What follows belongs to an exercise in optimizing a design on an open flow for a short achievable clock period, few clock cycles and low power; a production flow would make more cautious choices.
Only simulation tests tie the RTL to the original design; equivalence was not proved.
No activity file was given, so power comes from the tool's default toggle rates.

JK:
## mips
module mips(input  logic       clk, reset,
            input  logic [7:0] memdata,
            output logic [7:0] adr,
            output logic       memread, memwrite,
            output logic [7:0] writedata);
  localparam logic [2:0] S_F3 = 3'd0,   
                         S_F0 = 3'd1,   
                         S_F2 = 3'd2,   
                         S_F1 = 3'd3,   
                         S_X  = 3'd4,   
                         S_L  = 3'd5,   
                         S_W  = 3'd6;   
  logic [2:0] state;
  logic [5:0] pc;           
  logic [2:0] kind;         
  logic [7:0] t;            
  logic [2:0] rs, rt;
  logic [7:0] rf [7:1];
  logic is_j, is_r, is_beq, is_sb;
  assign is_j   = kind[1] & kind[0];
  assign is_r   = ~kind[2] & ~kind[0];
  assign is_beq = ~kind[1] & kind[0];
  assign is_sb  = kind[2] & kind[1];
  logic [2:0] nkind;        
  assign nkind = {memdata[7], memdata[5] | memdata[3], memdata[4] | memdata[3]};
  logic [7:0] ra, rb;
  assign ra = (rs == 3'd0) ? 8'd0 : rf[rs];
  assign rb = (rt == 3'd0) ? 8'd0 : rf[rt];
  logic       sub;
  logic [7:0] bsrc, sum, aluout;
  assign sub  = (state == S_F1) & t[1];
  assign bsrc = (state == S_F1) ? (rb ^ {8{sub}}) : t;
  assign sum  = ra + bsrc + {7'd0, sub};
  always_comb
    if (t[2]) aluout = t[0] ? (ra | rb) : (ra & rb);
    else if (t[3]) aluout = {7'd0, sum[7]};
    else aluout = sum;
  logic       eq;
  assign eq = (ra == rb);
  logic [5:0] pc1, target;
  assign pc1    = pc + 6'd1;
  assign target = pc + t[5:0];
  assign memread   = 1'b1;
  assign writedata = t;
  ...
Size in the first run: about 580 cells after synthesis, about 91 flip-flops, ~28 I/O pins, ~0.0058 mm2 of cells after synthesis.
Settings: LEC_CHECK=0, CAP_MARGIN=20, CORE_MARGIN=2, CORE_UTILIZATION=40, CTS_CLUSTER_DIAMETER=500, CTS_CLUSTER_SIZE=100, SLEW_MARGIN=20; clock period 10.0 ns.
run.sh (not shown) runs the stock make flow with config.mk's settings and CLKGATE_MAP_FILE= SYNTH_SCRIPT=/design/flow/synth_recipe.tcl, a recipe that flattens the netlist after the stock synthesis.
Testbench counts of JK, summed over its fixed seeds: cycles 137,961.
Inputs modified between JK and MS:
- swapping 40 for 60 in CORE_UTILIZATION
- clearing CTS_CLUSTER_SIZE, which used to be 100
- clearing CTS_CLUSTER_DIAMETER, which used to be 500
==> flow/flow/run.sh (new file) <==
#!/bin/bash
set -euo pipefail
export CTS_ARGS="-sink_clustering_enable -repair_clock_nets -dont_use_dummy_load -buf_list sky130_fd_sc_hd__clkbuf_8"
bash standard.sh SETUP_SLACK_MARGIN=7.5 finish > standard_make.log 2>&1
==> flow/standard.sh (new file) <==
#!/bin/bash
# synth_recipe.tcl (not shown) runs the flow's synth.tcl, then flattens the netlist and writes it again
# the make line also repeats each setting of config.mk as NAME=value (left out here)
make -C /OpenROAD-flow-scripts/flow DESIGN_CONFIG=/design/flow/config.mk WORK_HOME=/design/flow/orfs CLKGATE_MAP_FILE= SYNTH_SCRIPT=/design/flow/synth_recipe.tcl "${@:-finish}"
removed: flow/run.sh
### Flow results
- ~same H-tree level count in JK and MS
- Summary of MS over JK: number of well taps decreased by 51 relative to the old numbers; area of combinational cells with multiple inputs increased by 19% relative to the old numbers; total chip power decreased by about 11% relative to the old numbers; final cell count increased by 20 relative to the old numbers; global-route usage increased by 13 points relative to the old numbers.
- In MS relative to JK, width of the die had gone down by more than 10%.
- Looking at final cycle utilization of the critical path across JK and MS, the one that comes out lower is MS.
- Biggest fanout along the worst timing path | MS below JK
#### Input delta (AL over MS)
==> flow/flow/run.sh <==
#!/bin/bash
set -euo pipefail
export CTS_ARGS="-sink_clustering_enable -repair_clock_nets -dont_use_dummy_load -buf_list sky130_fd_sc_hd__clkbuf_8"
bash standard.sh SETUP_SLACK_MARGIN=6.5 finish > standard_make.log 2>&1
==> run notes <==
Per the final summary, AL finished and its layout is clean on timing, DRC and antenna. Total placed cells including tap cells is higher on MS. In AL, the total of fill cells in the finished design came out 78 above the value in MS. Per the comparison of AL with MS, slack of the critical path picked up an extra 0.035 ns, post-layout instance area decreased by about 9% relative to the old numbers. The placed wire-length estimate after detailed placement of AL is lower than that of MS. In the flow results for AL and MS, the worst slack at placement is larger on MS. Status: post-CTS clock slew at the launch and capture registers of the worst setup and hold paths parity (MS, AL). [AL] fraction of area in multi-input gates rose 0.89 points relative to MS. Changes observed in AL relative to MS: final wirelength -about 10%, die width ~0 delta. NOTE non-clock buffer count MS->AL decreased by more than a quarter.

[afterwards: timing with drivers on the ports]
How much do the figures lean on ideal ports? The routed layouts below were timed once more, with nothing changed but the port constraints.
Step 1 sets driving cells, clkbuf_16 on the clock port and buf_2 on the other inputs (assumed; they add their load-dependent delay and slew).
Step 2 adds t to the input delays and takes it off the output delays; t is the mean of the earliest and latest rising clock arrival at the registers after step 1. Input paths then give back, and output paths get back, about the clock's delay inside the block.
a / b / c = no drivers / after step 1 / after step 2; a / b = the first two.
run	t (ns)	slack for setup (ns)	hold slack, ns	slew at the worst register clock pin (ns)
JK	0.394	5.326 / 5.326 / 5.326	0.606 / 0.606 / 0.606	0.08 / 0.08
MS	0.398	6.339 / 6.339 / 6.339	0.613 / 0.613 / 0.613	0.10 / 0.10
AL	0.396	6.375 / 6.375 / 6.039	0.622 / 0.622 / 0.622	0.09 / 0.09
After both steps setup and hold are still met in every run listed. For AL, which loses most, drivers alone change the setup slack by 0.000 ns; drivers and shift together by -0.336 ns.
